From an optimization exercise on the open Yosys and OpenROAD flow, aimed at small area, a short achievable clock period and few clock cycles; shortcuts taken in it are not production practice.
At most, simulation tests tie the RTL to the original design; equivalence was not proved.
No functional check of the RTL was part of runs 1 and 7.
The flow treats the clock pin as an ideal source, which a real chip does not have.
Power is estimated from default activity; no workload was simulated.

## flow/design.v (module list and top-level ports; edited modules follow where they fit)
// module ks_add32: 502 lines
// module ks_add16c: 196 lines
// module g_a222oi: 3 lines
// module g_a22oi: 3 lines
// module g_a22o: 3 lines
// module g_a21o: 3 lines
// module g_aoi21: 3 lines
// module g_oai21: 3 lines
// module g_nand4: 3 lines
// module g_nand3: 3 lines
// module g_nand2: 3 lines
// module g_nor2: 3 lines
// module g_or3: 3 lines
// module g_inv: 3 lines
// module g_xor2: 3 lines
// module g_xnor2: 3 lines
// module g_ha: 4 lines
// module g_and3: 3 lines
// module g_mux2: 3 lines
// module g_a221o: 3 lines
// module g_buf: 3 lines
// module g_rd32f: 15 lines
// module g_rd32: 14 lines
// module mips: 299 lines
module mips(
	input wire clk,
	input wire rst,
	output wire [31:0] INST_ADDR,
	input wire [31:0] INST_DATA,
	output wire [31:0] DMEM_ADDR,
	output wire DMEM_WE,
	output wire [31:0] DMEM_WDATA,
	input wire [31:0] DMEM_RDATA
	);
  // ...
==> flow/flow/run.sh <==
#!/bin/bash
set -euo pipefail
MARGIN=6.6
bash standard.sh synth > synth.log 2>&1
SYNTH_ODB=orfs/results/sky130hd/mips/base/1_synth.odb openroad -no_init -exit flow/downsize.tcl > downsize.log 2>&1
bash standard.sh SETUP_SLACK_MARGIN=$MARGIN "CTS_ARGS=-sink_clustering_enable -repair_clock_nets -dont_use_dummy_load -buf_list sky130_fd_sc_hd__clkbuf_8 -sink_clustering_size 20" finish > layout.log 2>&1
==> flow/flow/downsize.tcl <==
# Set every combinational cell that synthesis mapped to a larger drive
# strength back to its smallest variant; the timing repair later in the flow
# sizes up the cells that need it.
set odb $::env(SYNTH_ODB)
read_db $odb
set db [ord::get_db]
set n 0
foreach inst [[ord::get_db_block] getInsts] {
  set m [$inst getMaster]
  set name [$m getName]
  if {[regexp {^sky130_fd_sc_hd__(df|edf|sdf|dl|sdl|conb|tap|fill|decap|diode)} $name]} { continue }
  if {[regexp {^(sky130_fd_sc_hd__[a-z0-9]+)_([0-9]+)$} $name -> base size] && $size > 1} {
    foreach s {1 0} {
      set nm [$db findMaster ${base}_$s]
      if {$nm ne "NULL" && $nm ne ""} {
        $inst swapMaster $nm
        incr n
        break
      }
    }
  }
}
puts "downsized $n cells"
write_db $odb
==> flow/standard.sh <==
#!/bin/bash
# synth_recipe.tcl (not shown) runs the flow's synth.tcl, then flattens the netlist and writes it again
# the make line also repeats each setting of config.mk as NAME=value (left out here)
make -C /OpenROAD-flow-scripts/flow DESIGN_CONFIG=/design/flow/config.mk WORK_HOME=/design/flow/orfs CLKGATE_MAP_FILE= SYNTH_SCRIPT=/design/flow/synth_recipe.tcl "${@:-finish}"
==> flow/config.mk <==
export PLATFORM = sky130hd
export DESIGN_NAME = mips
export DESIGN_NICKNAME = mips
export VERILOG_FILES = /design/flow/design.v
export SDC_FILE = /design/flow/constraint.sdc
export NUM_CORES = 8
export LEC_CHECK = 0
export CAP_MARGIN = 20
export CORE_MARGIN = 2
export CORE_UTILIZATION = 40
export PLACE_DENSITY = 0.7
export SLEW_MARGIN = 20
export SYNTH_HIERARCHICAL = 1
export SYNTH_MINIMUM_KEEP_SIZE = 0
==> flow/constraint.sdc <==
create_clock -name core_clock -period 10.0 [get_ports {clk}]
set_input_delay 2.0000 -clock core_clock [delete_from_list [all_inputs] [get_ports {clk}]]
set_output_delay 2.0000 -clock core_clock [all_outputs]
set_load 0.01 [all_outputs]
==> results.json, run 1 <==
{
  "status": "finished clean",
  "antenna_left": 0,
  "clkPwrFrac_pct": 27.8,
  "num-clock-buffers": 206,
  "grt_first_pass_wirelength_mm": 470,
  "rrSetupSlack_ns": 6.50,
  "finalWeightedCongestion": 1.06,
  "use_met3_pct": 14.7,
  "cp.required_ns": 8.00,
  "hold_depth": 0,
  "n_antenna_cell": 8,
  "multi_input_comb_cells": 5011,
  "hold_class": "reg -> reg",
  "rr_worst_depth": 11,
  "cp-startpoint": "pc[8]",
  "pg_clk_mw": 3.84,
  "synthCells": 6664,
  "tightestPinTransition_ns": 1.18,
  "crit_family": "flip-flops",
  "final_area_um2": 77500,
  "timing.hold.ws_ns": 0.348,
  "rows": 147,
  "final_cell_mix": "1103 x dfxtp_1, 1080 x a22oi_1, 1022 x a22o_1",
  "rr_endpoint": "e_b[20]",
  "ios": 163,
  "swShare_pct": 34.6,
  "areaGrowthSynthToFinish_pct": 20.2,
  "antenna_found_initial": 17,
  "max-slew-margin-rel_pct": 21.0,
  "multi_input_area_share_pct": 49.8,
  "dominant_cells": "multi-input combinational cells",
  "largest_register_ffs": 992,
  "powerComb_mw": 3.64,
  "finClkSkew_ns": 0.109,
  "p_comb_share_pct": 26.4,
  "ir_drop_v": 0.000133,
  "regMostFlops": "rf",
  "post_cts_resized": 1046,
  "path_class": "reg -> out",
  "final_common_cell": "dfxtp_1",
  "fillerInstances": 14800
}
==> module mips, before the edit <==
module mips(
	input wire clk,
	input wire rst,
	output wire [31:0] INST_ADDR,
	input wire [31:0] INST_DATA,
	output wire [31:0] DMEM_ADDR,
	output wire DMEM_WE,
	output wire [31:0] DMEM_WDATA,
	input wire [31:0] DMEM_RDATA
	);
	genvar gk, gb;
	reg  [31:0] pc;
	reg  [31:0] ras;
	reg         e_ld, e_st, e_br, e_bx, e_jr;      
	reg         e_cst;                   
	reg  [4:0]  e_rd;                    
	reg         e_fa_lo, e_fa_hi;
	reg         c_ab, c_mb, c_am, c_mm;
	reg         j_a, j_m;                
	reg         e_fb;                    
	reg         x_b, x_bn, x_m, x_mn, x_i, x_in;
	reg         h_b, h_br, h_m, h_mr;
	reg         e_sub;                   
	reg         s_m, s_a, s_c;
	reg         r_add, r_slt, r_and, r_or, r_xor, r_nor, r_srl, r_sll, r_b;
	reg         e_sra;
	reg  [4:0]  e_sa;
	reg  [31:0] e_a, e_b;
	reg  [31:0] e_x;
	reg         m_we, m_ld;
	reg  [4:0]  m_rd;
	reg  [31:0] m_res, m_wd;
	reg  [31:0] rf [1:31];
	reg  [31:1] rf_v;
	wire [31:0] fa = {{16{e_fa_hi}}, {16{e_fa_lo}}};
	wire [31:0] a = (fa & m_res) | (~fa & e_a);
	wire [31:0] bx = ({32{x_b}} & e_b) | ({32{x_bn}} & ~e_b)
	               | ({32{x_m}} & m_res) | ({32{x_mn}} & ~m_res)
	               | ({32{x_i}} & e_x) | ({32{x_in}} & ~e_x);
	wire [4:0]  sa;
	generate for (gb = 0; gb < 5; gb = gb + 1) begin : sam
		wire n0, n1, n2;
		g_nand2 u0(.a(s_m), .b(m_res[gb]), .y(n0));
		g_nand2 u1(.a(s_a), .b(e_a[gb]), .y(n1));
		g_nand2 u2(.a(s_c), .b(e_sa[gb]), .y(n2));
		g_nand3 u3(.a(n0), .b(n1), .c(n2), .y(sa[gb]));
	end endgenerate
	wire [31:0] sum, p, g;
	ks_add32 add(.a(a), .b(bx), .cin(e_sub), .s(sum), .p(p), .g0(g));
	wire [31:0] pg = p | g;                           
	function automatic [31:0] rev32(input [31:0] x);
		integer k;
		for (k = 0; k < 32; k = k + 1) rev32[k] = x[31-k];
	endfunction
	wire [31:0] sh_in = ({32{h_b}} & e_b) | ({32{h_br}} & rev32(e_b))
	                  | ({32{h_m}} & m_res) | ({32{h_mr}} & rev32(m_res));
	wire        sh_fill = e_sra & bx[31];
	wire [32:0] sh_ext = $signed({sh_fill, sh_in}) >>> sa;
	wire [31:0] sr = sh_ext[31:0];
	wire [31:0] oth = ({32{r_and}} & g)
	                | ({32{r_or}}  & pg)
	                | ({32{r_xor}} & p)
	                | ({32{r_nor}} & ~pg)
	                | ({32{r_srl}} & sr)
	                | ({32{r_sll}} & rev32(sr))
	                | ({32{r_b}}   & bx);
	wire [31:0] alu;
	g_a221o r0(.a1(r_add), .a2(sum[0]), .b1(r_slt), .b2(sum[31]), .c1(oth[0]), .y(alu[0]));
	generate for (gb = 1; gb < 32; gb = gb + 1) begin : res
		g_a21o r(.a1(r_add), .a2(sum[gb]), .b1(oth[gb]), .y(alu[gb]));
	end endgenerate
	wire eq = (c_ab & (e_a == e_b)) | (c_mb & (m_res == e_b))
	        | (c_am & (e_a == m_res)) | c_mm;
	wire mis_br = e_br & (eq ^ e_bx);
	wire mis_jr = (j_a & (e_a != pc)) | (j_m & (m_res != pc));
	wire mis    = mis_br | mis_jr;
	wire [31:0] redirect = e_jr ? a : e_x;
	wire [31:0] m_val = m_ld ? DMEM_RDATA : m_res;
	wire m_w = (m_rd != 5'd0);
	assign DMEM_ADDR  = m_res;
	assign DMEM_WE    = m_we;
	assign DMEM_WDATA = m_wd;
	wire [31:0] ins = INST_DATA;
	assign INST_ADDR = pc;
	wire [5:0]  op  = ins[31:26];
	wire [4:0]  rs  = ins[25:21];
	wire [4:0]  rt  = ins[20:16];
	wire [4:0]  rdf = ins[15:11];
	wire [4:0]  shamt = ins[10:6];
	wire [5:0]  fn  = ins[5:0];
	wire [15:0] imm = ins[15:0];
	wire is_r    = (op == 6'd0);
	wire is_jr   = is_r & (fn == 6'b001000);
	wire is_jalr = is_r & (fn == 6'b001001);
	wire is_j    = (op == 6'd2);
	wire is_jal  = (op == 6'd3);
	wire is_beq  = (op == 6'd4);
	wire is_bne  = (op == 6'd5);
	wire is_br   = is_beq | is_bne;
	wire is_lw   = (op == 6'b100011);
	wire is_sw   = (op == 6'b101011);
	wire is_ia   = (op[5:3] == 3'b001);           
	wire is_lui  = (op == 6'b001111);
	wire sh_const = is_r & (fn == 6'd0 || fn == 6'd2 || fn == 6'd3);
	wire sh_var   = is_r & (fn == 6'd4 || fn == 6'd6 || fn == 6'd7);
	wire uses_rs = (is_r & ~sh_const) | (is_ia & ~is_lui) | is_lw | is_sw | is_br;
	wire uses_rt = (is_r & ~is_jalr) | is_sw | is_br;
	reg  [4:0] dst;
	always @(*) begin
		if (is_r) dst = is_jalr ? 5'd31 : rdf;
		else if (is_ia | is_lw) dst = rt;
		else if (is_jal) dst = 5'd31;
		else dst = 5'd0;
	end
	reg f_sub, f_add, f_slt, f_and, f_or, f_xor, f_nor, f_srl, f_sll, f_sra, f_b;
	always @(*) begin
		{f_sub, f_add, f_slt, f_and, f_or, f_xor, f_nor, f_srl, f_sll, f_sra, f_b} = 11'b0;
		if (is_r) begin
			case (fn)
				6'b100000, 6'b100001: f_add = 1'b1;
				6'b100010, 6'b100011: begin f_add = 1'b1; f_sub = 1'b1; end
				6'b101010, 6'b101011: begin f_slt = 1'b1; f_sub = 1'b1; end
				6'b100100: f_and = 1'b1;
				6'b100101: f_or = 1'b1;
				6'b100110: f_xor = 1'b1;
				6'b100111: f_nor = 1'b1;
				6'b000000, 6'b000100: f_sll = 1'b1;
				6'b000010, 6'b000110: f_srl = 1'b1;
				6'b000011, 6'b000111: begin f_srl = 1'b1; f_sra = 1'b1; end
				6'b001001: f_b = 1'b1;                  
				default: f_and = 1'b1;                  
			endcase
		end else begin
			case (op)
				6'b001000, 6'b001001, 6'b100011, 6'b101011: f_add = 1'b1;
				6'b001010, 6'b001011: begin f_slt = 1'b1; f_sub = 1'b1; end
				6'b001100: f_and = 1'b1;
				6'b001101: f_or = 1'b1;
				6'b001110: f_xor = 1'b1;
				default: f_b = 1'b1;                    
			endcase
		end
	end
	wire f_cst = is_lui | (((op == 6'b001000) | (op == 6'b001001) | (op == 6'b001101) |
	                        (op == 6'b001110)) & (rs == 5'd0));
	wire sext = (op == 6'b001000) | (op == 6'b001010) | is_lw | is_sw | is_br;
	wire [31:0] pc4 = pc + 32'd4;
	wire [31:0] immv = is_lui ? {imm, 16'b0} :
	                   (is_jal | is_jalr) ? pc4 :
	                   {{16{sext & imm[15]}}, imm};
	wire ui = ~((is_r & ~is_jalr) | is_br);
	wire rs_m = m_w & (rs == m_rd);
	wire rt_m = m_w & (rt == m_rd);
	wire [31:1] rf_en;
	generate for (gk = 1; gk < 32; gk = gk + 1) begin : en
		assign rf_en[gk] = rf_v[gk] & (m_rd != gk);
	end endgenerate
	wire [3:0] rs_h = 4'b1 << rs[4:3], rt_h = 4'b1 << rt[4:3];
	wire [7:0] rs_l = 8'b1 << rs[2:0], rt_l = 8'b1 << rt[2:0];
	wire [31:0] sel_a, sel_b;
	generate for (gk = 1; gk < 32; gk = gk + 1) begin : sel
		g_and3 da(.a(rs_h[gk/8]), .b(rs_l[gk%8]), .c(rf_en[gk]), .y(sel_a[gk-1]));
		g_and3 db(.a(rt_h[gk/8]), .b(rt_l[gk%8]), .c(rf_en[gk]), .y(sel_b[gk-1]));
	end endgenerate
	assign sel_a[31] = rs_m;
	assign sel_b[31] = rt_m;
	wire [31:0] rs_val, rt_val;
	generate for (gb = 0; gb < 32; gb = gb + 1) begin : rdp
		wire [31:0] d;
		for (gk = 1; gk < 32; gk = gk + 1) begin : c
			assign d[gk-1] = rf[gk][gb];
		end
		assign d[31] = m_val[gb];
		g_rd32f ua(.s(sel_a), .d(d), .q(rs_val[gb]));
		g_rd32f ub(.s(sel_b), .d(d), .q(rt_val[gb]));
	end endgenerate
	wire e_w = (e_rd != 5'd0);
	wire rs_e = e_w & (rs == e_rd);
	wire rt_e = e_w & (rt == e_rd);
	wire rs_e2;
	g_buf fab(.a(rs_e), .y(rs_e2));       
	wire stall = e_ld & ((uses_rs & rs_e) | (uses_rt & rt_e));
	wire adv = ~stall & ~mis;         
	wire pred_t = is_bne | (is_beq & imm[15]);
	wire [15:0] blo;
	wire        bco;
	ks_add16c badd(.a(pc[17:2]), .b(imm), .cin(1'b1), .s(blo), .co(bco));
	wire [13:0] hi = pc[31:18];
	wire [13:0] hi_p = hi + 14'd1;
	wire [13:0] hi_m = hi - 14'd1;
	wire [13:0] bx0 = imm[15] ? hi : hi_p;        
	wire [13:0] bx1 = imm[15] ? hi_m : hi;        
	wire [13:0] bhi;
	generate for (gb = 0; gb < 14; gb = gb + 1) begin : bsel
		g_mux2 m(.a0(bx1[gb]), .a1(bx0[gb]), .s(bco), .y(bhi[gb]));
	end endgenerate
	wire [31:0] btgt = {bhi, blo, pc[1:0]};
	wire cst_hit = rs_e & e_cst;
	reg [31:0] npc;
	always @(*) begin
		if (is_j | is_jal) npc = {pc4[31:28], ins[25:0], 2'b00};
		else if (is_br & pred_t) npc = btgt;
		else if ((is_jr | is_jalr) & cst_hit) npc = e_x;
		else if (is_jr) npc = ras;
		else npc = pc4;
	end
	always @(posedge clk or posedge rst) begin
		if (rst) begin
			pc <= 32'b0;
			ras <= 32'b0;
		end else begin
			if (mis) pc <= redirect;
			else if (~stall) pc <= npc;
			if (is_jal | is_jalr) ras <= pc4;
		end
	end
	always @(posedge clk or posedge rst) begin
		if (rst) begin
			{e_ld, e_st, e_br, e_bx, e_jr, e_cst} <= 6'b0;
			{j_a, j_m} <= 2'b0;
			e_rd <= 5'd0;
			m_we <= 1'b0;
			m_ld <= 1'b0;
			m_rd <= 5'd0;
		end else begin
			if (adv) begin
				e_ld <= is_lw;
				e_st <= is_sw;
				e_br <= is_br;
				e_bx <= is_bne ^ pred_t;
				e_jr <= is_jr | is_jalr;
				j_a <= (is_jr | is_jalr) & ~rs_e;
				j_m <= (is_jr | is_jalr) & rs_e;
				e_rd <= dst;
				e_cst <= f_cst;
			end else begin
				e_cst <= 1'b0;
				{e_ld, e_st, e_br, e_bx, e_jr} <= 5'b0;
				{j_a, j_m} <= 2'b0;
				e_rd <= 5'd0;
			end
			m_we <= e_st;
			m_ld <= e_ld;
			m_rd <= e_rd;
		end
	end
	always @(posedge clk) begin
		e_fa_lo <= rs_e;
		e_fa_hi <= rs_e2;
		c_ab  <= ~rs_e & ~rt_e;
		c_mb  <= rs_e & ~rt_e;
		c_am  <= ~rs_e & rt_e;
		c_mm  <= rs_e & rt_e;
		e_fb  <= rt_e;
		x_b   <= ~ui & ~rt_e & ~f_sub;
		x_bn  <= ~ui & ~rt_e & f_sub;
		x_m   <= ~ui & rt_e & ~f_sub;
		x_mn  <= ~ui & rt_e & f_sub;
		x_i   <= ui & ~f_sub;
		x_in  <= ui & f_sub;
		h_b   <= ~rt_e & ~f_sll;
		h_br  <= ~rt_e & f_sll;
		h_m   <= rt_e & ~f_sll;
		h_mr  <= rt_e & f_sll;
		e_sub <= f_sub;
		s_m   <= sh_var & rs_e;
		s_a   <= sh_var & ~rs_e;
		s_c   <= ~sh_var;
		e_sa  <= shamt;
		r_add <= f_add;
		r_slt <= f_slt;
		r_and <= f_and;
		r_or  <= f_or;
		r_xor <= f_xor;
		r_nor <= f_nor;
		r_srl <= f_srl;
		r_sll <= f_sll;
		e_sra <= f_sra;
		r_b   <= f_b;
		e_a   <= rs_val;
		e_b   <= rt_val;
		e_x   <= is_br ? (pred_t ? pc4 : btgt) : immv;
		m_res <= alu;
		m_wd  <= e_fb ? m_res : e_b;
	end
	always @(posedge clk or posedge rst) begin
		if (rst) rf_v <= 31'b0;
		else if (m_w) rf_v[m_rd] <= 1'b1;
	end
	generate for (gk = 1; gk < 32; gk = gk + 1) begin : wr
		wire we = (m_rd == gk);
		wire wen = ~we;
		for (gb = 0; gb < 32; gb = gb + 1) begin : b
			wire nx;
			g_a22o m(.a1(we), .a2(m_val[gb]), .b1(wen), .b2(rf[gk][gb]), .y(nx));
			always @(posedge clk) rf[gk][gb] <= nx;
		end
	end endgenerate
endmodule
==> inputs of run 2 (changes only) <==
--- a/flow/design.v
+++ b/flow/design.v
@@ -858,7 +858,7 @@
 	wire eq = (c_ab & (e_a == e_b)) | (c_mb & (m_res == e_b))
 	        | (c_am & (e_a == m_res)) | c_mm;
 	wire mis_br = e_br & (eq ^ e_bx);
-	wire mis_jr = (j_a & (e_a != pc)) | (j_m & (m_res != pc));
+	wire mis_jr = e_jr & ((j_a & (e_a != pc)) | (j_m & (m_res != pc)));
 	wire mis    = mis_br | mis_jr;
 	wire [31:0] redirect = e_jr ? a : e_x;
 	wire [31:0] m_val = m_ld ? DMEM_RDATA : m_res;
@@ -1002,8 +1002,7 @@
 	end
 	always @(posedge clk or posedge rst) begin
 		if (rst) begin
-			{e_ld, e_st, e_br, e_bx, e_jr, e_cst} <= 6'b0;
-			{j_a, j_m} <= 2'b0;
+			{e_ld, e_st, e_br, e_bx, e_jr} <= 5'b0;
 			e_rd <= 5'd0;
 			m_we <= 1'b0;
 			m_ld <= 1'b0;
@@ -1015,14 +1014,9 @@
 				e_br <= is_br;
 				e_bx <= is_bne ^ pred_t;
 				e_jr <= is_jr | is_jalr;
-				j_a <= (is_jr | is_jalr) & ~rs_e;
-				j_m <= (is_jr | is_jalr) & rs_e;
 				e_rd <= dst;
-				e_cst <= f_cst;
 			end else begin
-				e_cst <= 1'b0;
 				{e_ld, e_st, e_br, e_bx, e_jr} <= 5'b0;
-				{j_a, j_m} <= 2'b0;
 				e_rd <= 5'd0;
 			end
 			m_we <= e_st;
@@ -1033,6 +1027,9 @@
 	always @(posedge clk) begin
 		e_fa_lo <= rs_e;
 		e_fa_hi <= rs_e2;
+		j_a   <= ~rs_e;
+		j_m   <= rs_e;
+		e_cst <= f_cst;
 		c_ab  <= ~rs_e & ~rt_e;
 		c_mb  <= rs_e & ~rt_e;
 		c_am  <= ~rs_e & rt_e;
==> flow/flow/run.sh (replaced) <==
#!/bin/bash
set -euo pipefail
MARGIN=6.6
bash standard.sh synth > synth.log 2>&1
SYNTH_ODB=orfs/results/sky130hd/mips/base/1_synth.odb openroad -no_init -exit flow/downsize.tcl > downsize.log 2>&1
bash standard.sh SETUP_SLACK_MARGIN=$MARGIN "CTS_ARGS=-sink_clustering_enable -repair_clock_nets -dont_use_dummy_load -buf_list sky130_fd_sc_hd__clkbuf_16 -sink_clustering_size 30 -sink_clustering_max_diameter 80" finish > layout.log 2>&1
==> run 2 against run 1 <==
Effect of this change: still clean; clock skew fell by 0.0038 ns; sequential share of layout area grew 0.80 points; setup slack got worse by 0.17 ns; non-clock buffer count decreased by 30; highest routed layer unchanged.
==> results.json, run 2 <==
{
  "drive_above_1_share_pct": 16.1,
  "setup-tns-final_ns": 0,
  "port_buffers": 162,
  "largest_register_ffs": 992,
  "finalWeightedCongestion": 1.04,
  "rows": 146,
  "tightestPinTransition_ns": 1.25,
  "drv_slew": 0,
  "dpl.cell_count": 8728,
  "nNetsFinal": 7057,
  "cts_buffers": 73,
  "grt_max_degree": 61,
  "path_cells": "buf_4 -> ha_4 -> nand2_2 -> nor2_2 -> nand2_2 -> o21ai_4 -> buf_12 -> buf_12 -> mux2_4 -> o32a_1 -> o21ai_1 -> a2111oi_2 -> a221oi_1 -> mux2i_1",
  "areaGrowthSynthToFinish_pct": 18.6,
  "stdcell_count": 9008,
  "grt.overflow.total": 0,
  "place_area_um2": 69200,
  "fmax_ghz": 0.261,
  "htreeDepth": 3,
  "worstPathArrival_ns": 4.34,
  "clock_latency_ns": 0.74,
  "final_util_pct": 47.7,
  "final_cell_mix": "1129 x dfxtp_1, 1096 x a22oi_1, 1008 x a22o_1",
  "critPathLaunchType": "primary input",
  "rr_worst_depth": 10,
  "hold_class": "reg -> reg",
  "vias": 67600,
  "cp.required_ns": 10.52,
  "max_cap_viol_count": 0,
  "die_h_um": 403,
  "core_um2": 158000,
  "syn_area_um2": 63600,
  "rr_endpoint": "e_x[30]",
  "grt_pass1_vias": 62300,
  "p_leak_nw": 29.4,
  "antenna_found_initial": 14,
  "path_class": "in -> reg",
  "worstPathMaxFanout": 7,
  "root_buffer": "clkbuf_16",
  "period_minus_slack_ns": 3.83,
  "fillerInstances": 14700,
  "status": "finished clean",
  "dr.pass1.iters": 8,
  "cp-end-kind": "register",
  "timing.final.crit_share_pct": 38.3,
  "ir_drop_v": 0.000137,
  "hold_depth": 0,
  "fp.dieW_um": 403,
  "r2r-start": "pc[3]",
  "grt_first_pass_wirelength_mm": 462,
  "max-slew-margin-rel_pct": 16.2,
  "slowest_stage": "ha_4",
  "finClkSkew_ns": 0.105,
  "rrSetupSlack_ns": 6.47,
  "antenna_left": 0,
  "regMostFlops": "rf",
  "final_common_cell": "dfxtp_1",
  "holdPathEnd": "m_we",
  "hold_viol": 0,
  "ios": 163,
  "wl_per_cell_um": 36.8,
  "power_density_nw_per_um2": 174,
  "rsz0062_at_grt": "yes",
  "drc": 0,
  "synthCells": 6564,
  "min_from": "e_st",
  "clk_pin_slew_worst_paths_ns": 0.08,
  "clk_path_buf_depth": 3,
  "dieArea_um2": 162000,
  "yosys_warnings": 9,
  "viasPerCell": 7.51,
  "numClockSinks": 1302,
  "drt_iter0_markers": 13300,
  "tritoncts": "built",
  "syn_avg_cell_area_um2": 9.70,
  "track_usage_pct": 38.5,
  "final_area_um2": 75500,
  "setup_viol": 0,
  "start_util_pct": 40.2,
  "crit_path_max_incr_delay_ns": 0.34,
  "routed_wl_mm": 331,
  "place.detailed.hpwl_mm": 200
}
==> run 2: how the worst max path moves through the flow <==
stage                  start      to  slack, ns  cells after the start
2_1_floorplan   INST_DATA[0]  pc[21]       5.81                     11
3_3_place_gp   INST_DATA[20]  pc[25]       4.19                     10
3_5_place_dp   INST_DATA[16]  pc[26]       4.23                     10
4_1_cts         INST_DATA[0]  pc[25]       6.27                     15
5_1_grt         INST_DATA[0]  pc[25]       6.08                     15
6_report        INST_DATA[8]  pc[25]       6.17                     14
==> run 2: report_power, final <==
part           switching [mW]  internal, mW
clock network            1.80          1.30
registers               0.517          5.77
logic                    2.20          1.54
total                    4.51          8.62
==> run 2: metrics by stage <==
stage          hold WS (ns)  setup slack [ns]  total power [mW]
2_1_floorplan         0.331              5.81              8.08
3_3_place_gp          0.411              4.19              9.21
3_5_place_dp          0.389              4.23              9.24
4_1_cts               0.412              6.27              12.7
5_1_grt               0.420              6.08              13.5
6_report              0.403              6.17              13.1
==> run 2: final cells by class <==
| cell class | instances | area [um^2] | share of cell area [%] |
|---|---|---|---|
| antenna | 10 | 25.0 | 0.0331 |
| clock buffer | 73 | 1830 | 2.42 |
| inverter | 71 | 295 | 0.391 |
| multi-input combinational | 4912 | 38400 | 50.9 |
| sequential | 1302 | 26800 | 35.5 |
| tap | 2072 | 2590 | 3.43 |
| timing repair buffer | 567 | 5470 | 7.24 |
| timing repair inverter | 1 | 5.00 | 0.00663 |
==> run 2: what timing repair did <==
| item | in CTS | in global routing |
|---|---|---|
| setup buffers | 138 | 48 |
| hold buffers | 0 | 0 |
| resized for setup | 856 | 317 |
| endpoints found under the setup margin | 443 | 195 |
| pin swaps | 68 | 96 |
| cloned | 7 | 4 |
==> run 2: layer usage <==
layer / share of wire [%] / global-route usage (%) / wire length (um)
met1: 35 / 47.9 / 118000
met3: 15 / 12.8 / 48500
met5: 0.024 / 0 / 78
met2: 40 / 55.0 / 133000
met4: 9.7 / 29.2 / 32100
==> run 2: worst max-delay path, delay by kind of cell <==
| kind | cells | cell delay [ns] |
|---|---|---|
| buffers and inverters | 3 | 0.45 |
| adders and majority gates | 1 | 0.34 |
| muxes | 2 | 0.42 |
| and+or+nand+nor | 3 | 0.38 |
| AOI/OAI and AO/OA | 5 | 0.72 |
Testbench counts of run 2, summed over its fixed seeds: cycles 74,576.
==> inputs of run 3 (changes only) <==
==> flow/flow/run.sh (replaced) <==
#!/bin/bash
set -euo pipefail
MARGIN=6.5
bash standard.sh synth > synth.log 2>&1
SYNTH_ODB=orfs/results/sky130hd/mips/base/1_synth.odb openroad -no_init -exit flow/downsize.tcl > downsize.log 2>&1
bash standard.sh SETUP_SLACK_MARGIN=$MARGIN "CTS_ARGS=-sink_clustering_enable -repair_clock_nets -dont_use_dummy_load -buf_list sky130_fd_sc_hd__clkbuf_8 -sink_clustering_size 20" "BUFFER_PORTS_ARGS=-buffer_cell sky130_fd_sc_hd__buf_4" finish > layout.log 2>&1
--- a/flow/config.mk
+++ b/flow/config.mk
@@ -8,7 +8,6 @@
 export CAP_MARGIN = 20
 export CORE_MARGIN = 2
 export CORE_UTILIZATION = 40
-export PLACE_DENSITY = 0.7
 export SLEW_MARGIN = 20
 export SYNTH_HIERARCHICAL = 1
 export SYNTH_MINIMUM_KEEP_SIZE = 0
==> run 3 against run 2 <==
Effect of this change: wire length increased by 2.1%; setup slack better by 0.14 ns; critical endpoint is now e_b[14]; sequential cell count is the same; clock skew up 0.033 ns; hold slack got worse by 0.030 ns; largest power group unchanged; total power up 4.8%; synthesized cell count did not move; largest cell class unchanged; clock power up 28%; cell area shrank 1.4%; critical path depth fell by 5; first-iteration DRC count fell by 11%; sequential share of layout area increased by 0.53 points.
==> results.json, run 3 <==
{
  "status": "finished clean",
  "fillerInstances": 15000,
  "path_class": "in -> reg",
  "clk_pin_slew_worst_paths_ns": 0.06,
  "syn_avg_cell_area_um2": 9.70,
  "grt_max_degree": 46,
  "period_minus_slack_ns": 3.69,
  "port_buffers": 162,
  "clk_path_buf_depth": 3,
  "drc": 0,
  "antenna_found_initial": 18,
  "finalWeightedCongestion": 1.08,
  "tritoncts": "built",
  "dr.pass1.iters": 9,
  "grt_pass1_vias": 60700,
  "final_cell_mix": "1122 x dfxtp_1, 1101 x a22oi_1, 1008 x a22o_1",
  "wl_per_cell_um": 37.3,
  "final_area_um2": 74400,
  "slowest_stage": "nor2_1",
  "final_common_cell": "dfxtp_1",
  "root_buffer": "clkbuf_8",
  "track_usage_pct": 39.5,
  "cp.required_ns": 10.92,
  "max_cap_viol_count": 0,
  "p_total_mw": 13.8,
  "ios": 163,
  "drv_slew": 0,
  "nNetsFinal": 7128,
  "setup_viol": 0,
  "power_density_nw_per_um2": 185,
  "worstPathArrival_ns": 4.61,
  "viasPerCell": 7.33,
  "crit_family": "simple AND/OR/NAND/NOR gates",
  "path_cells": "buf_4 -> nand2_1 -> nor2_1 -> and3_1 -> buf_4 -> a22oi_1 -> nand4_1 -> nor2_2 -> nand2_1",
  "grt_first_pass_wirelength_mm": 465,
  "numClockSinks": 1302,
  "regMostFlops": "rf",
  "fmax_ghz": 0.271,
  "timing.final.crit_share_pct": 36.9,
  "vias": 66600,
  "antenna_left": 0,
  "hold_viol": 0,
  "place_area_um2": 68600,
  "final_util_pct": 47.0,
  "core_um2": 158000,
  "hold_class": "reg -> reg",
  "areaGrowthSynthToFinish_pct": 17.0,
  "clock_latency_ns": 1.02,
  "hold_depth": 0,
  "rsz0062_at_grt": "yes",
  "htreeDepth": 4,
  "fp.dieW_um": 403,
  "place.detailed.hpwl_mm": 209,
  "rr_worst_depth": 11,
  "setup-tns-final_ns": 0,
  "rows": 146,
  "max-slew-margin-rel_pct": 14.0,
  "tightestPinTransition_ns": 1.28,
  "yosys_warnings": 9,
  "start_util_pct": 40.2,
  "crit_buf_inv": 2,
  "ir_drop_v": 0.000151,
  "timing.hold.ws_ns": 0.373,
  "drt_iter0_markers": 11900,
  "finClkSkew_ns": 0.138,
  "cp_num_cells": 9,
  "cp-end-kind": "register",
  "critPathLaunchType": "primary input",
  "drive_above_1_share_pct": 15.8,
  "grt.overflow.total": 0,
  "die_h_um": 403,
  "largest_register_ffs": 992,
  "dieArea_um2": 162000,
  "synthCells": 6564,
  "cts_buffers": 219,
  "crit_path_max_incr_delay_ns": 0.62,
  "p_leak_nw": 29.1,
  "worstPathMaxFanout": 32,
  "routed_wl_mm": 338,
  "syn_area_um2": 63600
}
## run 3: what timing repair did
item                                    4_1_cts  5_1_grt
endpoints found under the setup margin      285      222
cloned                                        1        4
hold endpoints to repair                      0        0
pin swaps                                    22       28
gates resized for setup                     370      141
hold buffers                                  0        0
setup buffers                                87       47
## run 3: layout make-up
class / count / area [um^2] / area share (%)
sequential: 1302 / 26900 / 36.1
timing repair buffer: 492 / 4390 / 5.90
clock buffer: 219 / 3010 / 4.05
tap: 2072 / 2590 / 3.48
antenna: 10 / 25.0 / 0.0336
inverter: 71 / 295 / 0.397
timing repair inverter: 1 / 5.00 / 0.00672
multi-input combinational: 4912 / 37300 / 50.1
## run 3: where the power goes
group	leakage, nW	internal (mW)	switching (mW)
logic	16.4	1.38	2.07
clock network	1.57	1.91	2.08
registers	11.1	5.79	0.544
total	29.1	9.08	4.69
## run 3: path summary, 6_finish.rpt
check	startpoint	endpoint	slack, ns
setup reg to reg	m_rd[2]	e_b[14]	6.38
max in group asynchronous	rst	pc[5]	7.62
hold reg to reg	e_st	m_we	0.37
setup / recovery	INST_DATA[17]	e_b[14]	6.31
hold / removal	e_st	m_we	0.37
min in group asynchronous	rst	ras[4]	1.18
## run 3: metal layers
layer	global-route usage [%]	vias up	share of wire, %
li1	-	27100	-
met1	47.8	32300	35
met2	56.4	5776	41
met3	13.9	1367	14
met4	32.0	14	10
met5	0	-	0.022
## run 3: through the flow
stage / setup WS [ns] / instances
2_1_floorplan: 5.81 / 6565
3_3_place_gp: 4.74 / 8711
3_5_place_dp: 4.78 / 8711
4_1_cts: 6.32 / 9018
5_1_grt: 6.34 / 9073
6_report: 6.31 / 9079
==> inputs of run 4 (changes only) <==
==> flow/flow/run.sh (replaced) <==
#!/bin/bash
set -euo pipefail
MARGIN=7
bash standard.sh synth > synth.log 2>&1
SYNTH_ODB=orfs/results/sky130hd/mips/base/1_synth.odb openroad -no_init -exit flow/downsize.tcl > downsize.log 2>&1
bash standard.sh SETUP_SLACK_MARGIN=$MARGIN "CTS_ARGS=-sink_clustering_enable -repair_clock_nets -dont_use_dummy_load -buf_list sky130_fd_sc_hd__clkbuf_8 -sink_clustering_size 20" "BUFFER_PORTS_ARGS=-buffer_cell sky130_fd_sc_hd__buf_2" \
  MATCH_CELL_FOOTPRINT=0 "SETUP_MOVE_SEQUENCE=unbuffer,sizeup,swap" finish > layout.log 2>&1
==> run 4 against run 3 <==
Effect of this change: clock skew is 0.018 ns lower; hold slack worse by 0.013 ns; sequential share of layout area shrank 0.60 points; sequential power up 6.3%; total power is 1.5% lower; utilization up 1.0 points; area after synthesis unchanged; synthesized cell count stayed put; maximum frequency shrank 2.6%; critical path depth increased by 3.
==> results.json, run 4 <==
{
  "nNetsFinal": 6974,
  "clock_latency_ns": 1.01,
  "synthCells": 6564,
  "rsz0062_at_grt": "yes",
  "timing.final.crit_share_pct": 37.9,
  "max-slew-margin-rel_pct": 31.7,
  "final_common_cell": "dfxtp_1",
  "power_density_nw_per_um2": 178,
  "vias": 64900,
  "p_total_mw": 13.6,
  "track_usage_pct": 38.9,
  "start_util_pct": 40.2,
  "max_cap_viol_count": 0,
  "hold_class": "reg -> reg",
  "finalWeightedCongestion": 1.02,
  "rrSetupSlack_ns": 6.31,
  "fp.dieW_um": 403,
  "dpl.cell_count": 8697,
  "antenna_left": 0,
  "path_class": "in -> reg",
  "fmax_ghz": 0.264,
  "hold_viol": 0,
  "cts_setup_buffers": 0,
  "core_um2": 158000,
  "rows": 146,
  "pwr-share-seq_pct": 49.6,
  "viasPerCell": 7.27,
  "internal_power_mw": 8.95,
  "die_h_um": 403,
  "ios": 163,
  "antenna_found_initial": 22,
  "grt.overflow.total": 0,
  "dieArea_um2": 162000,
  "rr_endpoint": "m_res[0]",
  "htreeDepth": 4,
  "cp-startpoint": "INST_DATA[0]",
  "grt_first_pass_wirelength_mm": 460,
  "cp.required_ns": 10.84,
  "cts_buffers": 218,
  "grt_pass1_vias": 60300,
  "largest_register_ffs": 992,
  "ir_drop_v": 0.000143,
  "p_sw_mw": 4.61,
  "endpoint": "pc[21]",
  "cp-end-kind": "register",
  "critPathLaunchType": "primary input",
  "numClockSinks": 1302,
  "rr_worst_depth": 9,
  "worstPathArrival_ns": 4.63,
  "ctsHoldBuffers": 0,
  "drc": 0,
  "regMostFlops": "rf",
  "grt_max_degree": 67,
  "clkPwrFrac_pct": 29.3,
  "routed_wl_mm": 331,
  "place.detailed.hpwl_mm": 209,
  "yosys_warnings": 9,
  "p_leak_nw": 28.9,
  "root_buffer": "clkbuf_8",
  "p_comb_share_pct": 21.0,
  "worstPathMaxFanout": 14,
  "stdcell_count": 8925,
  "drv_slew": 0,
  "setup_viol": 0,
  "tightestPinTransition_ns": 0.997,
  "clk_pin_slew_worst_paths_ns": 0.06,
  "areaGrowthSynthToFinish_pct": 19.5,
  "finClkSkew_ns": 0.120,
  "swShare_pct": 34.0,
  "clk_path_buf_depth": 3,
  "period_minus_slack_ns": 3.79,
  "drt_iter0_markers": 11100,
  "hold_depth": 0,
  "drive_above_1_share_pct": 19.9,
  "setup-tns-final_ns": 0,
  "dr.pass1.iters": 9,
  "tritoncts": "built",
  "wl_per_cell_um": 37.1,
  "port_buffers": 162,
  "final_cell_mix": "1080 x dfxtp_1, 1008 x a22o_1, 973 x a22oi_1",
  "r2r-start": "m_res[2]",
  "status": "finished clean",
  "syn_avg_cell_area_um2": 9.70,
  "syn_area_um2": 63600
}
run 4: repair_timing:
action,4_1_cts,5_1_grt
setup endpoints to repair,832,314
resized for setup,1124,230
pin swaps,315,198
run 4: critical path, stage by stage:
cell and delay [ns]:
buf_12 0.13, ha_4 0.27, a21o_4 0.15, a21oi_4 0.08
o21ai_4 0.19, a21oi_4 0.09, o21ai_4 0.58, mux2_4 0.36
a221o_1 0.29, o22ai_1 0.11, a21oi_1 0.08, mux2_4 0.27
run 4: final cells by class:
type / count / area (um^2)
diodes: 10 / 25.0
inverters: 71 / 324
multi-input cells: 4910 / 39500
well taps: 2072 / 2590
flip-flops and latches: 1302 / 27000
clock buffers: 218 / 3000
fillers: 14800 / 82200
repair buffers: 342 / 3660
run 4: power by group through the flow:
stage / Sequential (mW) / Clock, mW / Combinational (mW)
global placement: 6.66 / 0 / 2.41
global route: 6.75 / 4.20 / 3.01
floorplan: 6.22 / 0 / 1.81
CTS: 6.65 / 3.99 / 2.67
finish: 6.73 / 3.98 / 2.86
detailed placement: 6.67 / 0 / 2.43
run 4: how the worst min path moves through the flow:
stage / from / end / slack (ns)
after global placement: e_st / m_we / 0.34
after detailed placement: e_st / m_we / 0.35
after CTS: e_st / m_we / 0.36
after floorplan: e_st / m_we / 0.33
after global routing: e_st / m_we / 0.38
final: e_st / m_we / 0.36
run 4: routing by layer:
layer | global-route usage, % | part of all wire (%) | vias to the layer above | wire length (um)
met5 | 0 | 0.013 | - | 44
met4 | 26.5 | 8.3 | 6 | 27600
met3 | 12.3 | 13 | 1105 | 42500
met2 | 56.7 | 42 | 5070 | 138000
met1 | 48.9 | 37 | 31900 | 123000
li1 | - | - | 26800 | -
run 4: through the flow:
step	setup WS, ns	hold slack, ns	area (um^2)	util, %
6_report	6.21	0.360	76000	48.1
4_1_cts	6.20	0.359	74900	47.4
2_1_floorplan	5.83	0.331	64600	-
3_5_place_dp	4.84	0.345	68100	43.0
5_1_grt	6.15	0.378	76000	48.0
3_3_place_gp	4.88	0.338	68100	43.0
==> inputs of run 5 (changes only) <==
--- a/flow/flow/run.sh
+++ b/flow/flow/run.sh
@@ -1,6 +1,6 @@
 #!/bin/bash
 set -euo pipefail
-MARGIN=7
+MARGIN=6.75
 bash standard.sh synth > synth.log 2>&1
 SYNTH_ODB=orfs/results/sky130hd/mips/base/1_synth.odb openroad -no_init -exit flow/downsize.tcl > downsize.log 2>&1
 bash standard.sh SETUP_SLACK_MARGIN=$MARGIN "CTS_ARGS=-sink_clustering_enable -repair_clock_nets -dont_use_dummy_load -buf_list sky130_fd_sc_hd__clkbuf_8 -sink_clustering_size 20" "BUFFER_PORTS_ARGS=-buffer_cell sky130_fd_sc_hd__buf_2" \
==> run 5 against run 4 <==
Effect of this change: global-route usage up 0.37 points; still clean; area after synthesis stayed put; maximum frequency decreased by 5.4%.
==> results.json, run 5 <==
{
  "status": "finished clean",
  "final_util_pct": 47.4,
  "cp.required_ns": 10.77,
  "vias": 65500,
  "fmax_ghz": 0.250,
  "p_leak_nw": 28.8,
  "rr_worst_depth": 9,
  "tritoncts": "built",
  "path_cells": "buf_2 -> nor4b_4 -> nand3b_1 -> nor3_4 -> buf_12 -> a221o_1 -> o221ai_2 -> a21boi_2 -> mux2i_1",
  "r2r-start": "m_res[2]",
  "final_area_um2": 75000,
  "hold_depth": 0,
  "ctsHoldBuffers": 0,
  "largest_register_ffs": 992,
  "antenna_left": 0,
  "port_buffers": 162,
  "final_cell_mix": "1095 x dfxtp_1, 1080 x a22oi_1, 1008 x a22o_1",
  "timing.hold.ws_ns": 0.368,
  "place_area_um2": 68300,
  "clock_latency_ns": 1.01,
  "dr.pass1.iters": 12,
  "slowest_stage": "nor3_4",
  "wl_per_cell_um": 37.6,
  "start_util_pct": 40.2,
  "rows": 146,
  "timing.final.crit_share_pct": 40.0,
  "place.detailed.hpwl_mm": 213,
  "cp-end-kind": "register",
  "fp.dieW_um": 403,
  "die_h_um": 403,
  "final_common_cell": "dfxtp_1",
  "finClkSkew_ns": 0.158,
  "grt_pass1_vias": 60300,
  "dieArea_um2": 162000,
  "numClockSinks": 1302,
  "cts_buffers": 219,
  "setup_viol": 0,
  "crit_path_max_incr_delay_ns": 0.78,
  "areaGrowthSynthToFinish_pct": 17.8,
  "drive_above_1_share_pct": 17.1,
  "path_class": "in -> reg",
  "core_um2": 158000,
  "grt_max_degree": 61,
  "ir_drop_v": 0.000134,
  "hold_class": "reg -> reg",
  "max-slew-margin-rel_pct": 27.9,
  "viasPerCell": 7.32,
  "cts_setup_buffers": 0,
  "clk_path_buf_depth": 3,
  "grt.overflow.total": 0,
  "rr_endpoint": "m_res[29]",
  "clk_pin_slew_worst_paths_ns": 0.06,
  "htreeDepth": 4,
  "setup_ws_ns": 6.00,
  "rsz0062_at_grt": "yes",
  "antenna_found_initial": 10,
  "syn_avg_cell_area_um2": 9.70,
  "worstPathArrival_ns": 4.78,
  "min_from": "e_st",
  "setup-tns-final_ns": 0,
  "drt_iter0_markers": 11600,
  "power_density_nw_per_um2": 181,
  "regMostFlops": "rf",
  "max_cap_viol_count": 0,
  "rrSetupSlack_ns": 6.34,
  "drv_slew": 0,
  "grt_first_pass_wirelength_mm": 463,
  "yosys_warnings": 9,
  "syn_area_um2": 63600,
  "worstPathMaxFanout": 22,
  "ios": 163,
  "holdPathEnd": "m_we",
  "routed_wl_mm": 336,
  "nNetsFinal": 6999,
  "finalWeightedCongestion": 1.07,
  "synthCells": 6564,
  "track_usage_pct": 39.3,
  "period_minus_slack_ns": 4.00,
  "dp_slack_ns": 4.76,
  "drc": 0,
  "hold_viol": 0,
  "cp-startpoint": "INST_DATA[4]",
  "critPathLaunchType": "primary input",
  "tightestPinTransition_ns": 1.07,
  "root_buffer": "clkbuf_8"
}
[run 5: per-layer routing]
metal / track usage [%] / vias up / share of wire [%]
met1: 49.3 / 32000 / 36
met4: 30.3 / 4 / 9.6
met3: 11.9 / 1239 / 13
met5: 0 / - / 0.012
met2: 56.2 / 5463 / 41
li1: - / 26800 / -
[run 5: how the worst max path moves through the flow]
stage | slack, ns | endpoint
CTS | 6.15 | pc[21]
floorplan | 5.82 | pc[21]
global placement | 4.79 | m_res[29]
detailed placement | 4.76 | m_res[29]
finish | 6.00 | pc[12]
global route | 5.94 | pc[12]
[run 5: what timing repair did]
item / CTS / global route
cloned: 0 / 0
gates resized for setup: 720 / 319
pin swaps: 93 / 114
endpoints found under the setup margin: 416 / 320
[run 5: final cells by class]
type                       instances  area (um^2)
sequential                      1302        26900
timing repair buffer             366         3770
inverter                          71          298
fill                           14800        83200
antenna                            5         12.5
multi-input combinational       4910        38300
tap                             2072         2590
clock buffer                     219         3010
[run 5: through the flow]
stage,instances,power (mW)
after floorplan,6565,8.06
after global placement,8720,9.12
after detailed placement,8720,9.15
after CTS,8939,13.3
after global routing,8942,13.9
final,8945,13.5
[run 5: worst max-delay path: cells and delay by family]
kind / cells / cell delay (ns)
compound gates: 3 / 0.44
mux: 1 / 0.14
buf+inv: 2 / 0.51
simple gates: 3 / 1.65
[run 5: where the power goes]
part           switching, mW  internal, mW  total, mW  leakage, nW
Sequential             0.872          5.79       6.67         11.1
Combinational           1.62          1.27       2.89         16.1
Clock                   2.08          1.91       3.99         1.57
==> inputs of run 6 (changes only) <==
==> flow/flow/run.sh (replaced) <==
#!/bin/bash
set -euo pipefail
MARGIN=6.4
bash standard.sh synth > synth.log 2>&1
SYNTH_ODB=orfs/results/sky130hd/mips/base/1_synth.odb openroad -no_init -exit flow/downsize.tcl > downsize.log 2>&1
export RC_SCALE=1.1
H=$PWD/flow/rcscale.tcl
bash standard.sh SETUP_SLACK_MARGIN=$MARGIN "CTS_ARGS=-sink_clustering_enable -repair_clock_nets -dont_use_dummy_load -buf_list sky130_fd_sc_hd__clkbuf_8 -sink_clustering_size 20" \
  PRE_FLOORPLAN_TCL=$H PRE_GLOBAL_PLACE_TCL=$H PRE_RESIZE_TCL=$H PRE_CTS_TCL=$H PRE_GLOBAL_ROUTE_TCL=$H \
  finish > layout.log 2>&1
==> flow/flow/rcscale.tcl (new file) <==
set k $::env(RC_SCALE)
foreach {layer c r} {
  li1  1.499e-04   7.176e-02
  met1 1.72375e-04 8.929e-04
  met2 1.36233e-04 8.929e-04
  met3 2.14962e-04 1.567e-04
  met4 1.48128e-04 1.567e-04
  met5 1.54087e-04 1.781e-05
} {
  set_layer_rc -layer $layer -capacitance [expr {$c * $k}] -resistance [expr {$r * $k}]
}
set_wire_rc -signal -layer met1
set_wire_rc -clock -layer met3
==> run 6 against run 5 <==
Effect of this change: non-clock buffer count up 136; still clean; synthesized cell count did not move; critical endpoint is now e_b[26]; die area did not move; critical path type unchanged; cell area hardly changed; global-route usage grew 0.93 points; maximum frequency up 6.1%; setup slack better by 0.23 ns.
==> results.json, run 6 <==
{
  "hold_depth": 0,
  "setup-tns-final_ns": 0,
  "tritoncts": "built",
  "vias": 66200,
  "track_usage_pct": 40.2,
  "drive_above_1_share_pct": 16.0,
  "worstPathArrival_ns": 4.65,
  "ctsHoldBuffers": 0,
  "max_cap_viol_count": 0,
  "ir_drop_v": 0.000142,
  "drv_slew": 0,
  "slowest_stage": "nand4_1",
  "path_cells": "clkdlybuf4s15_2 -> and2_2 -> and3_1 -> buf_4 -> a22oi_1 -> nand4_1 -> nor2_2 -> nand2_1",
  "p_leak_nw": 29.2,
  "core_um2": 158000,
  "place.detailed.hpwl_mm": 214,
  "wl_per_cell_um": 37.8,
  "dr.pass1.iters": 9,
  "finClkSkew_ns": 0.0925,
  "cp_num_cells": 8,
  "regMostFlops": "rf",
  "fp.dieW_um": 403,
  "drt_iter0_markers": 11200,
  "hold_class": "reg -> reg",
  "timing.final.crit_share_pct": 37.7,
  "start_util_pct": 40.2,
  "crit_path_max_incr_delay_ns": 0.69,
  "grt_pass1_vias": 60800,
  "grt_max_degree": 60,
  "power_density_nw_per_um2": 186,
  "crit_buf_inv": 2,
  "dp_slack_ns": 4.35,
  "grt.overflow.total": 0,
  "drc": 0,
  "final_cell_mix": "1123 x dfxtp_1, 1102 x a22oi_1, 1008 x a22o_1",
  "port_buffers": 162,
  "setup_viol": 0,
  "worstPathMaxFanout": 32,
  "fmax_ghz": 0.265,
  "fillerInstances": 15100,
  "largest_register_ffs": 992,
  "setup_ws_ns": 6.23,
  "clk_pin_slew_worst_paths_ns": 0.06,
  "r2r-start": "m_rd[1]",
  "hold_viol": 0,
  "ios": 163,
  "status": "finished clean",
  "path_class": "in -> reg",
  "crit_family": "simple AND/OR/NAND/NOR gates",
  "rr_worst_depth": 11,
  "cp.required_ns": 10.87,
  "max-slew-margin-rel_pct": 18.7,
  "rrSetupSlack_ns": 6.43,
  "antenna_left": 0,
  "die_h_um": 403,
  "endpoint": "e_b[26]",
  "grt_first_pass_wirelength_mm": 472,
  "yosys_warnings": 9,
  "tightestPinTransition_ns": 1.20,
  "synthCells": 6564,
  "rows": 146,
  "dieArea_um2": 162000,
  "rsz0062_at_grt": "yes",
  "critPathLaunchType": "primary input",
  "cp-end-kind": "register",
  "period_minus_slack_ns": 3.77,
  "rr_endpoint": "e_b[5]",
  "cp-startpoint": "INST_DATA[20]",
  "viasPerCell": 7.28,
  "finalWeightedCongestion": 1.09,
  "final_common_cell": "dfxtp_1",
  "cts_buffers": 231,
  "numClockSinks": 1302,
  "routed_wl_mm": 343,
  "antenna_found_initial": 19,
  "clock_latency_ns": 1.03,
  "nNetsFinal": 7149
}
run 6: worst min-delay path by stage:
| stage | from | to | slack, ns |
|---|---|---|---|
| after floorplan | e_st | m_we | 0.33 |
| after global placement | e_st | m_we | 0.33 |
| after detailed placement | e_st | m_we | 0.34 |
| after CTS | e_st | m_we | 0.35 |
| after global routing | e_st | m_we | 0.36 |
| final | e_st | m_we | 0.35 |
run 6: cell type report:
class                           instances  area [um^2]  area share [%]
Sequential cell                      1302        26900            35.8
Antenna cell                            4         10.0          0.0134
Timing Repair inverter                  1         5.00         0.00668
Multi-Input combinational cell       4911        37400            50.0
Inverter                               71          287           0.382
Clock buffer                          231         3180            4.24
Tap cell                             2072         2590            3.46
Timing Repair Buffer                  502         4540            6.06
run 6: through the flow:
step	utilization (%)	area (um^2)	power, mW	std cells	hold WS (ns)
floorplan	-	64500	8.06	6565	0.331
global placement	43.6	69000	9.41	8709	0.332
detailed placement	43.6	69000	9.32	8709	0.337
CTS	46.9	74200	13.9	9048	0.350
global route	47.4	74900	14.6	9091	0.358
finish	47.4	74900	13.9	9094	0.346
run 6: power by group:
group	total (mW)	leakage [nW]	internal, mW	switching [mW]
Clock	4.12	1.66	2.01	2.12
Sequential	6.34	11.1	5.80	0.546
Combinational	3.48	16.4	1.39	2.09
run 6: routing by layer:
metal  global-route usage (%)  up-vias  part of all wire (%)
li1                         -    27100                     -
met1                     49.2    32400                    36
met2                     58.2     5448                    41
met3                     12.6     1259                    13
met4                     32.0       16                   9.7
met5                        0        -                 0.035
run 6: what timing repair did:
| item | CTS | global route |
|---|---|---|
| pin swaps | 17 | 33 |
| cloned | 3 | 2 |
| buffers inserted | 105 | 40 |
| setup endpoints to repair | 399 | 220 |
| gates resized for setup | 850 | 190 |
==> inputs of run 7 (changes only) <==
--- a/flow/design.v
+++ b/flow/design.v
@@ -798,7 +798,6 @@
 	reg  [31:0] pc;
 	reg  [31:0] ras;
 	reg         e_ld, e_st, e_br, e_bx, e_jr;      
-	reg         e_cst;                   
 	reg  [4:0]  e_rd;                    
 	reg         e_fa_lo, e_fa_hi;
 	reg         c_ab, c_mb, c_am, c_mm;
@@ -823,14 +822,7 @@
 	wire [31:0] bx = ({32{x_b}} & e_b) | ({32{x_bn}} & ~e_b)
 	               | ({32{x_m}} & m_res) | ({32{x_mn}} & ~m_res)
 	               | ({32{x_i}} & e_x) | ({32{x_in}} & ~e_x);
-	wire [4:0]  sa;
-	generate for (gb = 0; gb < 5; gb = gb + 1) begin : sam
-		wire n0, n1, n2;
-		g_nand2 u0(.a(s_m), .b(m_res[gb]), .y(n0));
-		g_nand2 u1(.a(s_a), .b(e_a[gb]), .y(n1));
-		g_nand2 u2(.a(s_c), .b(e_sa[gb]), .y(n2));
-		g_nand3 u3(.a(n0), .b(n1), .c(n2), .y(sa[gb]));
-	end endgenerate
+	wire [4:0]  sa = ({5{s_m}} & m_res[4:0]) | ({5{s_a}} & e_a[4:0]) | ({5{s_c}} & e_sa);
 	wire [31:0] sum, p, g;
 	ks_add32 add(.a(a), .b(bx), .cin(e_sub), .s(sum), .p(p), .g0(g));
 	wire [31:0] pg = p | g;                           
@@ -858,7 +850,7 @@
 	wire eq = (c_ab & (e_a == e_b)) | (c_mb & (m_res == e_b))
 	        | (c_am & (e_a == m_res)) | c_mm;
 	wire mis_br = e_br & (eq ^ e_bx);
-	wire mis_jr = e_jr & ((j_a & (e_a != pc)) | (j_m & (m_res != pc)));
+	wire mis_jr = (j_a & (e_a != pc)) | (j_m & (m_res != pc));
 	wire mis    = mis_br | mis_jr;
 	wire [31:0] redirect = e_jr ? a : e_x;
 	wire [31:0] m_val = m_ld ? DMEM_RDATA : m_res;
@@ -927,8 +919,6 @@
 			endcase
 		end
 	end
-	wire f_cst = is_lui | (((op == 6'b001000) | (op == 6'b001001) | (op == 6'b001101) |
-	                        (op == 6'b001110)) & (rs == 5'd0));
 	wire sext = (op == 6'b001000) | (op == 6'b001010) | is_lw | is_sw | is_br;
 	wire [31:0] pc4 = pc + 32'd4;
 	wire [31:0] immv = is_lui ? {imm, 16'b0} :
@@ -981,12 +971,10 @@
 		g_mux2 m(.a0(bx1[gb]), .a1(bx0[gb]), .s(bco), .y(bhi[gb]));
 	end endgenerate
 	wire [31:0] btgt = {bhi, blo, pc[1:0]};
-	wire cst_hit = rs_e & e_cst;
 	reg [31:0] npc;
 	always @(*) begin
 		if (is_j | is_jal) npc = {pc4[31:28], ins[25:0], 2'b00};
 		else if (is_br & pred_t) npc = btgt;
-		else if ((is_jr | is_jalr) & cst_hit) npc = e_x;
 		else if (is_jr) npc = ras;
 		else npc = pc4;
 	end
@@ -1003,6 +991,7 @@
 	always @(posedge clk or posedge rst) begin
 		if (rst) begin
 			{e_ld, e_st, e_br, e_bx, e_jr} <= 5'b0;
+			{j_a, j_m} <= 2'b0;
 			e_rd <= 5'd0;
 			m_we <= 1'b0;
 			m_ld <= 1'b0;
@@ -1014,9 +1003,12 @@
 				e_br <= is_br;
 				e_bx <= is_bne ^ pred_t;
 				e_jr <= is_jr | is_jalr;
+				j_a <= (is_jr | is_jalr) & ~rs_e;
+				j_m <= (is_jr | is_jalr) & rs_e;
 				e_rd <= dst;
 			end else begin
 				{e_ld, e_st, e_br, e_bx, e_jr} <= 5'b0;
+				{j_a, j_m} <= 2'b0;
 				e_rd <= 5'd0;
 			end
 			m_we <= e_st;
@@ -1027,9 +1019,6 @@
 	always @(posedge clk) begin
 		e_fa_lo <= rs_e;
 		e_fa_hi <= rs_e2;
-		j_a   <= ~rs_e;
-		j_m   <= rs_e;
-		e_cst <= f_cst;
 		c_ab  <= ~rs_e & ~rt_e;
 		c_mb  <= rs_e & ~rt_e;
 		c_am  <= ~rs_e & rt_e;
==> flow/flow/run.sh (replaced) <==
#!/bin/bash
set -euo pipefail
MARGIN=6.5
bash standard.sh synth > synth.log 2>&1
SYNTH_ODB=orfs/results/sky130hd/mips/base/1_synth.odb openroad -no_init -exit flow/downsize.tcl > downsize.log 2>&1
export RC_SCALE=1.2
H=$PWD/flow/rcscale.tcl
bash standard.sh SETUP_SLACK_MARGIN=$MARGIN "CTS_ARGS=-sink_clustering_enable -repair_clock_nets -dont_use_dummy_load -buf_list sky130_fd_sc_hd__clkbuf_8 -sink_clustering_size 20" \
  PRE_FLOORPLAN_TCL=$H PRE_GLOBAL_PLACE_TCL=$H PRE_RESIZE_TCL=$H PRE_CTS_TCL=$H PRE_GLOBAL_ROUTE_TCL=$H \
  finish > layout.log 2>&1
==> run 7 against run 6 <==
Effect of this change: maximum frequency increased by 1.2%; global-route usage is 1.7 points higher; synthesized cell count is 0.11% lower; register-to-register slack better by 0.14 ns; total power grew 1.5%; cell area is 4.2% higher; highest routed layer unchanged.
==> results.json, run 7 <==
{
  "path_cells": "buf_12 -> buf_6",
  "fillerInstances": 14600,
  "final_util_pct": 49.4,
  "drc": 0,
  "antenna_left": 0,
  "swShare_pct": 34.1,
  "rrSetupSlack_ns": 6.57,
  "dr.pass1.iters": 13,
  "largest_register_ffs": 992,
  "fp.dieW_um": 403,
  "hold_viol": 0,
  "port_buffers": 162,
  "timing.final.crit_share_pct": 37.3,
  "tritoncts": "built",
  "ctsHoldBuffers": 0,
  "cp-end-kind": "primary output",
  "die_h_um": 403,
  "status": "finished clean",
  "slowest_stage": "dfrtp_2",
  "internal_power_mw": 9.33,
  "drive_above_1_share_pct": 21.0,
  "tightestPinTransition_ns": 1.12,
  "yosys_warnings": 9,
  "clock_latency_ns": 1.04,
  "synthCells": 6557,
  "wl_per_cell_um": 39.7,
  "stdcell_count": 9252,
  "worstPathMaxFanout": 2,
  "pwr-share-seq_pct": 44.3,
  "place.detailed.hpwl_mm": 222,
  "grt_pass1_vias": 61800,
  "hold_class": "reg -> reg",
  "p_comb_share_pct": 26.0,
  "drv_slew": 0,
  "final_cell_mix": "1105 x a22oi_1, 1088 x dfxtp_1, 1024 x a22o_1",
  "final_common_cell": "a22oi_1",
  "clkPwrFrac_pct": 29.7,
  "clk_pin_slew_worst_paths_ns": 0.06,
  "period_minus_slack_ns": 3.73,
  "rows": 146,
  "max-slew-margin-rel_pct": 24.9,
  "multi_input_area_um2": 38700,
  "vias": 69000,
  "dpl.cell_count": 8728,
  "start_util_pct": 40.2,
  "grt_max_degree": 73,
  "finalWeightedCongestion": 1.04,
  "dieArea_um2": 162000,
  "grt.overflow.total": 0,
  "regMostFlops": "rf",
  "worstPathArrival_ns": 1.73,
  "ios": 163,
  "p_sw_mw": 4.82,
  "critPathLaunchType": "register",
  "track_usage_pct": 42.0,
  "drt_iter0_markers": 12800,
  "ir_drop_v": 0.000173,
  "setup_viol": 0,
  "nNetsFinal": 7295,
  "cts_buffers": 239,
  "power_density_nw_per_um2": 181,
  "fmax_ghz": 0.268,
  "cp.required_ns": 8.00,
  "rsz0062_at_grt": "yes",
  "antenna_found_initial": 23,
  "p_leak_nw": 31.0,
  "finClkSkew_ns": 0.100,
  "core_um2": 158000,
  "numClockSinks": 1302,
  "routed_wl_mm": 367,
  "p_total_mw": 14.2,
  "path_class": "reg -> out",
  "regArea_um2": 26900,
  "setup-tns-final_ns": 0,
  "viasPerCell": 7.45,
  "grt_first_pass_wirelength_mm": 488,
  "max_cap_viol_count": 0,
  "crit_path_max_incr_delay_ns": 0.44
}
[run 7: cell type report]
| cell class | count | share of cell area [%] |
|---|---|---|
| antenna | 16 | 0.0513 |
| clock buffer | 239 | 4.21 |
| inverter | 71 | 0.357 |
| multi-input combinational | 4933 | 49.5 |
| sequential | 1302 | 34.4 |
| tap | 2072 | 3.32 |
| timing repair buffer | 619 | 8.09 |
[run 7: worst paths after layout]
kind,from,endpoint,cells after the start
setup / recovery,pc[23],INST_ADDR[23],2
hold / removal,rf_v[8],rf_v[8],1
setup reg to reg,m_rd[0],e_a[26],13
hold reg to reg,rf_v[8],rf_v[8],1
max in group asynchronous,rst,pc[9],4
min in group asynchronous,rst,ras[11],2
[run 7: what timing repair did]
| action | 4_1_cts | 5_1_grt |
|---|---|---|
| resized for setup | 1169 | 410 |
| gates cloned | 17 | 22 |
| setup buffers | 128 | 102 |
| endpoints found under the setup margin | 439 | 328 |
| pin swaps | 50 | 102 |
[run 7: per-layer routing]
metal	global-route usage (%)	vias up	part of all wire, %
met1	53.0	33500	36
met3	14.2	1459	14
met5	0	-	0.025
li1	-	27600	-
met4	29.6	12	9.3
met2	59.8	6370	40
[run 7: stage by stage]
step | hold slack, ns | worst slack (ns) | area, um^2
2_1_floorplan | 0.331 | 5.83 | 64300
3_3_place_gp | 0.432 | 4.11 | 69100
3_5_place_dp | 0.436 | 4.24 | 69100
4_1_cts | 0.451 | 6.11 | 75500
5_1_grt | 0.463 | 6.15 | 78000
6_report | 0.446 | 6.27 | 78100
[run 7: critical path, delay by kind of cell (launching register included)]
| family | cells | cell delay [ns] |
|---|---|---|
| buffers and inverters | 2 | 0.26 |
| flip-flops | 1 | 0.44 |
[run 7: power groups by stage]
stage	clock [mW]	sequential, mW	combinational, mW
4_1_cts	4.40	6.26	3.54
3_5_place_dp	0	6.49	2.70
6_report	4.20	6.27	3.67
2_1_floorplan	0	6.19	1.75
3_3_place_gp	0	6.54	2.84
5_1_grt	4.66	6.35	4.01

afterwards: timing with drivers on the ports:
The flow's constraints put no driver on any port. The routed layouts listed below were extracted and timed again, unchanged, in two steps.
Step 1 (the two cells are an assumption about what drives the block):
set clk [get_ports {clk}]
set_driving_cell -lib_cell sky130_fd_sc_hd__clkbuf_16 $clk
set_driving_cell -lib_cell sky130_fd_sc_hd__buf_2 [delete_from_list [all_inputs] $clk]
Step 2 also shifts input and output timing later by t, the mid clock arrival at the registers, as if the neighbouring blocks saw the same clock.
Three values: no drivers, after step 1, after step 2; two values: the first two.
| run | shift t [ns] | setup slack, ns | worst hold slack (ns) | worst setup path at the end |
|---|---|---|---|---|
| run 1 | 1.014 | 6.344 / 6.259 / 5.421 | 0.348 / 0.348 / 0.348 | input to register |
| run 2 | 0.776 | 6.174 / 6.213 / 5.437 | 0.403 / 0.403 / 0.403 | input to register |
| run 3 | 1.032 | 6.313 / 6.303 / 5.277 | 0.373 / 0.373 / 0.373 | input to register |
| run 4 | 1.026 | 6.214 / 6.161 / 5.221 | 0.360 / 0.360 / 0.360 | input to register |
| run 5 | 1.025 | 5.996 / 6.057 / 5.032 | 0.368 / 0.368 / 0.368 | input to register |
| run 6 | 1.076 | 6.226 / 6.220 / 5.144 | 0.346 / 0.346 / 0.346 | input to register |
| run 7 | 1.069 | 6.270 / 6.195 / 5.373 | 0.446 / 0.446 / 0.446 | input to register |
After both steps setup and hold are still met in every run listed. For run 6, which loses most, drivers alone change the setup slack by -0.006 ns; drivers and shift together by -1.082 ns.
